This is an optimization exercise on Yosys and OpenROAD, whose aim is small area, a short achievable clock period and few clock cycles, not a production implementation.
In this exercise RTL edits were held to simulation tests only and were not proved equivalent to the original.
Power figures rest on the tool's default switching activity, not on a simulated workload.

### flow/design.v
module BNN
(
	input wire		run,		 
	output reg		busy,
	input wire 		reset,		 
	input wire		clk,		 
	output reg [11:0]	dut_sram_write_address,
	output reg [15:0]	dut_sram_write_data,
	output reg 			wr_enable,
	output reg [11:0]	dut_sram_read_address,	 
	input wire [15:0]	sram_dut_read_data,	 
	output reg [11:0]	dut_wmem_read_address,
	input wire [15:0]	wmem_dut_read_data
);
	localparam s0  = 3'b000;
	localparam s1  = 3'b001;
	localparam s2  = 3'b010;
	localparam s3  = 3'b011;
	localparam s4  = 3'b100;
	localparam s5  = 3'b101;
	localparam s6  = 3'b110;
	localparam s7  = 3'b111;
	localparam s8  = 4'b1000;
	localparam s9  = 4'b1001;
	localparam s10 = 4'b1010;
	localparam s11 = 4'b1011;
	localparam s12 = 4'b1100;
	localparam s13 = 4'b1101;
	localparam s14 = 4'b1110;
	reg [15:0]		SizeCount;	 
	reg [15:0]		SizeCount_check;   
	reg [15:0]		Ain;		 
	reg [15:0]		Win;
	reg [15:0]		Accumulator;	 
	reg [3:0]		current_state;	 
	reg [3:0]		next_state;	 
	reg [1:0]		size_count_sel;	 
	reg [1:0]		wmem_read_addr_sel; 
	reg [1:0]		write_addr_sel;  
	reg [1:0]		read_addr_sel;	 
	reg				WEnable;  
	reg [15:0]		RowN;
	reg [15:0]		RowN1;
	reg [15:0]		RowN2;
	reg [2:0]		result;  
	reg [15:0]		Result_RowN;  
	reg 			carry;
	reg [15:0]		Output;  
	reg 			busy_val;
	integer i;
	always @(posedge clk or negedge reset) begin
		if (!reset)begin
			current_state <= 4'b0;
			busy <= 0;
		end
		else begin
			current_state <= next_state;
			busy <= busy_val;
		end	
	end
	always @(*) begin
		casex (current_state)
			s0 : begin
				size_count_sel 	= 2'b10;
				read_addr_sel 	= 2'b10;
				wmem_read_addr_sel = 2'b10;
				write_addr_sel = 2'b10;
				wr_enable	= 1'b0;
				WEnable = 1'b0;
				busy_val = 0;
				if (run == 1'b1)
					next_state = s1;
				else
					next_state = s0;
			end
			s14 : begin
				size_count_sel 	= 2'b10;
				read_addr_sel 	= 2'b10;
				wmem_read_addr_sel = 2'b10;
				write_addr_sel = 2'b10;
				wr_enable	= 1'b0;
				WEnable = 1'b0;
				busy_val = 1;
				if (run == 1'b1)
					next_state = s1;
				else
					next_state = s0;
			end	
			s1 : begin
				size_count_sel 	= 2'b10;
				read_addr_sel 	= 2'b00;
				wmem_read_addr_sel = 2'b00;
				write_addr_sel = 2'b10;
				wr_enable	= 1'b0;
				WEnable = 1'b0;
				busy_val = 1;
				next_state 	= s2;
			end
			s2 : begin
				size_count_sel 	= 2'b10;
				read_addr_sel 	= 2'b01;
				wmem_read_addr_sel = 2'b01;
				write_addr_sel = 2'b10;
				wr_enable	= 1'b0;
				WEnable = 1'b0;
				busy_val = 1;
				next_state 	= s3;
			end
			s3 : begin
				size_count_sel 	= 2'b00;
				read_addr_sel 	= 2'b01;
				wmem_read_addr_sel = 2'b10;
				write_addr_sel = 2'b10;
				wr_enable	= 1'b0;
				WEnable = 1'b0;
				busy_val = 1;
				next_state = s4;
			end
			s4 : begin
				size_count_sel 	= 2'b00;
				read_addr_sel 	= 2'b01;
				wmem_read_addr_sel = 2'b10;
				write_addr_sel = 2'b10;
				wr_enable	= 1'b0;
				WEnable = 1'b0;
				busy_val = 1;
				next_state = s5;
			end
			s5 : begin
				size_count_sel 	= 2'b01;
				read_addr_sel 	= 2'b01;
				wmem_read_addr_sel = 2'b10;
				write_addr_sel = 2'b10;
				wr_enable	= 1'b0;
				WEnable = 1'b1;
				busy_val = 1;
				if(SizeCount == (SizeCount_check - 16'b10))
					next_state = s8;
				else
					next_state = s5;
			end
			s6 : begin
				size_count_sel 	= 2'b01;
				read_addr_sel 	= 2'b10;
				wmem_read_addr_sel = 2'b10;
				write_addr_sel = 2'b01;
				wr_enable	= 1'b1;
				WEnable = 1'b1;
				busy_val = 1;
				if (SizeCount == 16'b01)
					next_state = s7;
				else
					next_state = s6;
			end
			s7 : begin
				size_count_sel 	= 2'b10;
				read_addr_sel 	= 2'b10;
				wmem_read_addr_sel = 2'b10;
				write_addr_sel = 2'b01; 
				wr_enable	= 1'b1;
				WEnable = 1'b1;
				busy_val = 1;
				next_state = s10;
			end
			s8 : begin
				size_count_sel 	= 2'b01;
				read_addr_sel 	= 2'b01;
				wmem_read_addr_sel = 2'b10;
				write_addr_sel = 2'b00;
				wr_enable	= 1'b0;
				WEnable = 1'b1;
				busy_val = 1;
				next_state 	= s9;
			end
			s9 : begin
				size_count_sel 	= 2'b01;
				read_addr_sel 	= 2'b01;
				wmem_read_addr_sel = 2'b10;
				write_addr_sel = 2'b01;
				wr_enable	= 1'b1;
				WEnable = 1'b1;
				busy_val = 1;
				if (SizeCount == 16'b10)
					next_state = s6;
				else
					next_state 	= s9;
			end
			s10 : begin
				size_count_sel 	= 2'b10;
				read_addr_sel 	= 2'b01;
				wmem_read_addr_sel = 2'b01;
				write_addr_sel = 2'b10;
				wr_enable	= 1'b1;
				WEnable = 1'b1;
				busy_val = 1;
				next_state = s11;
				if(sram_dut_read_data == 8'hff)
					next_state = s14;
				else
					next_state 	= s11;
				end
			s11 : begin
				size_count_sel 	= 2'b00;
				read_addr_sel 	= 2'b01;
				wmem_read_addr_sel = 2'b10;
				write_addr_sel = 2'b10;
				wr_enable	= 1'b0;
				WEnable = 1'b0;
				busy_val = 1;
				next_state = s12;
				end
			s12 : begin
				size_count_sel 	= 2'b00;
				read_addr_sel 	= 2'b01;
				wmem_read_addr_sel = 2'b10;
				write_addr_sel = 2'b10;
				wr_enable	= 1'b0;
				WEnable = 1'b0;
				busy_val = 1;
				next_state = s13;
				end
			s13 : begin
				size_count_sel 	= 2'b01;
				read_addr_sel 	= 2'b01;
				wmem_read_addr_sel = 2'b10;
				write_addr_sel = 2'b10;
				wr_enable	= 1'b0;
				WEnable = 1'b1;
				busy_val = 1;
				if(SizeCount == (SizeCount_check - 16'b10))
					next_state = s9;
				else
					next_state = s13;
				end
			default : begin
				size_count_sel 	= 2'b10;
				read_addr_sel 	= 2'b10;
				wmem_read_addr_sel = 2'b10;
				write_addr_sel = 2'b10;
				wr_enable	= 1'b0;
				WEnable = 1'b0;
				busy_val = 1;
				next_state 	= s0;
			end
		endcase 
	end
	always @(posedge clk) begin
			if (size_count_sel == 2'b0)
				begin
					SizeCount <= sram_dut_read_data;
					SizeCount_check <= sram_dut_read_data;
				end
			else if (size_count_sel == 2'b01)
				begin
					SizeCount <= SizeCount - 16'b1;
					SizeCount_check <= SizeCount_check;
				end
			else if(size_count_sel == 2'b10)
				begin
					SizeCount <= SizeCount;
					SizeCount_check <= SizeCount_check;
				end
	end	
	always @(*) begin
		carry = 1'b0;
		result = 3'b0;
		Result_RowN = 16'b0;
		for(i=0; i<14; i = i+1) begin
			{carry, result} = {2'b00,((RowN2[i]~^Win[0]))} + {2'b00,((RowN2[i+1]~^Win[1]))} + {2'b00,((RowN2[i+2]~^Win[2]))} +
							{2'b00,((RowN1[i]~^Win[3]))} + {2'b00,((RowN1[i+1]~^Win[4]))} + {2'b00,((RowN1[i+2]~^Win[5]))} +
							{2'b00,((RowN[i]~^Win[6]))} + {2'b00,((RowN[i+1]~^Win[7]))} + {2'b00,((RowN[i+2]~^Win[8]))};
		if({carry,result} <= 3'b100)
			begin
				Result_RowN[i] = 0;	
			end
		else
			begin
				Result_RowN[i] = 1;
			end
	end
		if(SizeCount_check == 16'b1100) begin
			Result_RowN = {6'b0, Result_RowN[9:0]};
		end
		else if (SizeCount_check == 16'b1010) begin
			Result_RowN = {8'b0, Result_RowN[7:0]};
		end
	end
	always @(posedge clk) begin
			if (WEnable == 1'b0) begin
				Ain <= 16'b0;
				Win <= 16'b0;
				RowN<= 16'b0;
				RowN1<= 16'b0;
				RowN2<= 16'b0;
			end
			else if (WEnable == 1'b1) begin
				Ain <= sram_dut_read_data[15:0];
				Win <= wmem_dut_read_data[15:0];
				RowN<= sram_dut_read_data[15:0];
				RowN1<=RowN;
				RowN2<=RowN1;
			end
	end
	always @(posedge clk or negedge reset) begin
			if (!reset)
				dut_sram_read_address <= 12'b0;
			else if (read_addr_sel == 2'b0)
				dut_sram_read_address <= 12'b0;  
			else if (read_addr_sel == 2'b01)
				dut_sram_read_address <= dut_sram_read_address + 12'b1;
			else if (read_addr_sel == 2'b10)
				dut_sram_read_address <= dut_sram_read_address;
	end
	always @(posedge clk) begin
			if(write_addr_sel == 2'b0)
				begin
					dut_sram_write_address <= 12'b0;
					dut_sram_write_data <= Result_RowN;					
				end
			else if(write_addr_sel == 2'b01)
				begin
					dut_sram_write_address <= dut_sram_write_address + 12'b1;
					dut_sram_write_data <= Result_RowN;
				end
			else if(write_addr_sel == 2'b10)
				begin	
					dut_sram_write_address <= dut_sram_write_address;
					dut_sram_write_data <= dut_sram_write_data;
				end
	end
	always @(posedge clk or negedge reset) begin
			if (!reset)
				dut_wmem_read_address <= 12'b0;
			else if (wmem_read_addr_sel == 2'b0)
				dut_wmem_read_address <= 12'b1;  
			else if (wmem_read_addr_sel == 2'b01)
				dut_wmem_read_address <= 12'b1;
			else if (wmem_read_addr_sel == 2'b10)
				dut_wmem_read_address <= dut_wmem_read_address;
	end
endmodule
### flow/run.sh
#!/bin/bash
# synth_recipe.tcl (not shown) runs the flow's synth.tcl, then flattens the netlist and writes it again
# the make line also repeats each setting of config.mk as NAME=value (left out here)
make -C /OpenROAD-flow-scripts/flow DESIGN_CONFIG=/design/flow/config.mk WORK_HOME=/design/flow/orfs CLKGATE_MAP_FILE= SYNTH_SCRIPT=/design/flow/synth_recipe.tcl finish
### flow/config.mk
export PLATFORM = sky130hd
export DESIGN_NAME = BNN
export DESIGN_NICKNAME = BNN
export VERILOG_FILES = /design/flow/design.v
export SDC_FILE = /design/flow/constraint.sdc
export NUM_CORES = 4
export LEC_CHECK = 0
export CAP_MARGIN = 20
export CORE_MARGIN = 2
export CORE_UTILIZATION = 40
export SLEW_MARGIN = 20
### flow/constraint.sdc
create_clock -name core_clock -period 4.5 [get_ports {clk}]
set_input_delay 0.9000 -clock core_clock [delete_from_list [all_inputs] [get_ports {clk}]]
set_output_delay 0.9000 -clock core_clock [all_outputs]
set_load 0.01 [all_outputs]
==> results.py <==
metrics = {
    "outcome": {
        "status": "no timing/DRC/antenna violations",
    },
    "power_and_ir_drop": {
        "power_mw": 4.09,
        "power.density_mw_per_mm2": 381,
        "ir_drop_v": 0.000209,
        "leakage_nw": 4.31,
    },
    "floorplanning": {
        "dieHeight_um": 156,
        "initial_core_util_pct": 40.7,
        "io_pins": 89,
        "core_mm2": 0.0226,
        "dieArea_mm2": 0.0242,
        "rows": 55,
        "die_x_um": 156,
    },
    "timing": {
        "clock_skew_ps": 7.56,
        "max_freq_mhz": 257,
        "hold_ws_ps": 472,
        "tns_ps": 0,
        "setup_viol": 0,
        "finalCriticalPeriod_ps": 3890,
        "setup_slack_ps": 613,
        "timing.final.crit_share_pct": 86.4,
        "finalHoldViolCount": 0,
        "rsz0062_at_grt": "false",
        "final-max-slew-violation-count": 0,
        "relSlewSlack_pct": 30.4,
        "worst_pin_slew_ps": 1040,
    },
    "synthesis": {
        "synth_cell_types": 54,
        "synthCells": 906,
        "yosys_warnings": 1,
        "synth_top_family_by_area": "adder cells",
        "synth_adder_area_share_pct": 19.9,
        "synth_area_mm2": 0.00919,
        "synth_edf_count": 46,
        "syn_area_per_cell_um2": 10.1,
        "synthSimpleGateAreaFrac_pct": 14.0,
        "synthArstFlopShare_pct": 13.5,
        "synth_xor_area_share_pct": 18.3,
        "synth_mux_area_share_pct": 0.218,
        "synth_compound_area_share_pct": 6.82,
        "yosys_most_used_dff": "dfxtp_1",
        "synth-seq-cells": 133,
        "synth-seq-area-share_pct": 35.0,
    },
    "setup_path": {
        "cp.required_ps": 4730,
        "r2r-start": "Win[0]$_SDFF_PN0_",
        "crit_path_start_kind": "flip-flop",
        "crit_path_start": "Win[0]$_SDFF_PN0_",
        "worstSetupPathType": "flip-flop to flip-flop",
        "crit_arrival_ps": 4120,
        "worstPathMaxFanout": 14,
        "end_kind": "flip-flop",
    },
    "layout": {
        "layout_commonest_cell": "xor2_1",
        "drive_above_1_share_pct": 5.03,
        "layout_common_cells": "xor2_1 (138), inv_1 (70), fa_1 (70)",
        "fillerInstances": 2134,
        "num_antenna_cells": 0,
        "nets": 1101,
        "register_area_mm2": 0.00321,
        "area_growth_syn_to_layout_pct": 16.8,
        "multi_input_area_mm2": 0.00550,
    },
    "global_route": {
        "grt_max_degree": 58,
        "track_usage_pct": 16.9,
        "antenna_found_initial": 0,
        "grt-ovfl-total": 0,
        "grt_pass1_wl_um": 32000,
        "grt_pass1_vias": 6342,
    },
    "place": {
        "gp_congestion": 0.793,
        "dp_slack_ps": 605,
        "port_buffers": 68,
        "hpwl_um": 13900,
    },
    "drt": {
        "drc_errors": 0,
        "drtAntennaViolNets": 0,
        "dr.pass1.iters": 5,
        "drtIter0Drc": 289,
        "totalWireLength_um": 19100,
        "vias": 6157,
        "viasPerCell": 4.89,
        "post_drt_wl_per_cell_um": 15.1,
    },
    "min_path": {
        "min-delay-start": "RowN[15]$_SDFF_PN0_",
        "hp-class": "flip-flop to flip-flop",
    },
    "cts": {
        "post_cts_resize_count": 0,
        "cts_root_buf": "clkbuf_16",
        "post-cts-setup-buffers": 0,
        "cts_tree": "done",
        "postCtsHoldBufs": 0,
        "h-tree-depth": 4,
        "clk_pin_slew_ps": 60,
        "cts_sinks": 133,
        "worst_skew_pair.late_latency_ps": 420,
        "clock_path_buffers": 2,
        "cts_buffers": 17,
    },
    "run": {
        "max_cap_viol_count": 0,
    },
}
==> report_power, final <==
part | switching [mW] | total (mW) | leakage, nW | internal (mW)
clock | 0.559 | 1.41 | 0.300 | 0.852
sequential | 0.0405 | 1.36 | 1.20 | 1.32
combinational | 0.704 | 1.32 | 2.81 | 0.615
==> sequential cells by signal, summed over array words and instances (netlist names) <==
signal and flops:
RowN 16, RowN1 16, RowN2 16, SizeCount 16
SizeCount_check 16, Win 9, busy 1, current_state 4
dut_sram_read_address 12, dut_sram_write_address 12, dut_sram_write_data 14, dut_wmem_read_address 1
==> synthesized netlist by cell type (all sizes together), types with 4 or more instances <==
master / instances / area [um^2]
dfxtp: 69 / 1380
edfxtp: 46 / 1380
dfrtp: 18 / 450
or4: 7 / 56.3
ha: 34 / 425
nand2b: 6 / 37.5
nand3: 12 / 60.1
nand2: 53 / 199
buf: 18 / 125
nor3: 12 / 60.1
nand4: 7 / 43.8
clkbuf: 37 / 139
xor2: 138 / 1210
a21oi: 28 / 140
or3: 13 / 81.3
a21o: 9 / 67.6
fa: 70 / 1400
and3: 4 / 25.0
nor2: 42 / 158
xnor2: 54 / 473
and2: 59 / 369
nand4b: 4 / 35.0
nor4: 7 / 43.8
inv: 70 / 263
o21ai: 51 / 255
==> per-stage QoR <==
step	std cells	util, %	cell area (um^2)
2_1_floorplan	918	-	9230
3_3_place_gp	1227	44.7	10100
3_5_place_dp	1227	44.7	10100
4_1_cts	1259	47.4	10700
5_1_grt	1260	47.5	10700
6_report	1260	47.5	10700
==> metal layers <==
metal  vias to the layer above  wire length, um  global-route usage, %
li1                       3051                -                      -
met1                      2996             9120                   22.1
met2                        91             9100                   28.2
met3                        19              621                   3.81
met4                         0              235                   4.72
met5                         -                0                      0
==> final cells by class <==
class / instances / area share (%)
timing repair buffer: 80 / 7.37
sequential: 133 / 30.0
inverter: 70 / 2.45
clock inverter: 9 / 0.560
tap: 285 / 3.32
multi-input combinational: 660 / 51.3
clock buffer: 23 / 5.06
==> final timing paths <==
check	endpoint	slack, ps	depth (start not counted)
worst max-delay path	dut_sram_write_data[8]$_DFFE_PP_	610	10
worst min-delay path	RowN1[15]$_SDFF_PN0_	470	1
worst max register to register	dut_sram_write_data[8]$_DFFE_PP_	610	10
worst min register to register	RowN1[15]$_SDFF_PN0_	470	1
max in group asynchronous	dut_sram_read_address[10]$_DFFE_PN0P_	3030	1
min in group asynchronous	dut_wmem_read_address[0]$_DFFE_PN0P_	950	1
==> cells by family after synthesis <==
logic type,count (synthesis)
and+or+nand+nor,241
xor gates and xnor gates,192
DFF,133
buffers and inverters,125
AOI/OAI and AO/OA,108
adders and majority gates,104
muxes,2
other,1
==> worst max-delay path, cell delays in order (launching register included) <==
cell     delay [ps]
dfxtp_1         310
buf_4           260
xor2_1          240
fa_1            460
fa_1            520
fa_1            510
fa_1            470
fa_1            390
xnor2_1         170
nand2_1          80
a21oi_1         260
Testbench counts, summed over its fixed seeds: cycles 5,104.

afterwards: timing with drivers on the ports:
The results above use ideal ports. As a check the final layout listed here was re-extracted and re-timed, cells and wires unchanged.
Step 1: set_driving_cell puts a clkbuf_16 on clk and a buf_2 on each other input, an assumption about the parent block.
Step 2, shift: input delay + t, output delay - t, t = (earliest + latest rising clock arrival at the registers) / 2. This alone moves slack from input paths to output paths.
Slacks: no drivers / after step 1 / after step 2; pairs: no drivers / after step 1.
t, ns: 0.466
setup slack, ns: 0.613 / 0.613 / 0.613
latest minus earliest clock arrival (ns): 0.008 / 0.009
slew at the worst register clock pin (ns): 0.06 / 0.06
After both steps setup and hold are still met in this run. The setup slack of this run moves by 0.000 ns with the drivers and by 0.000 ns with both steps.
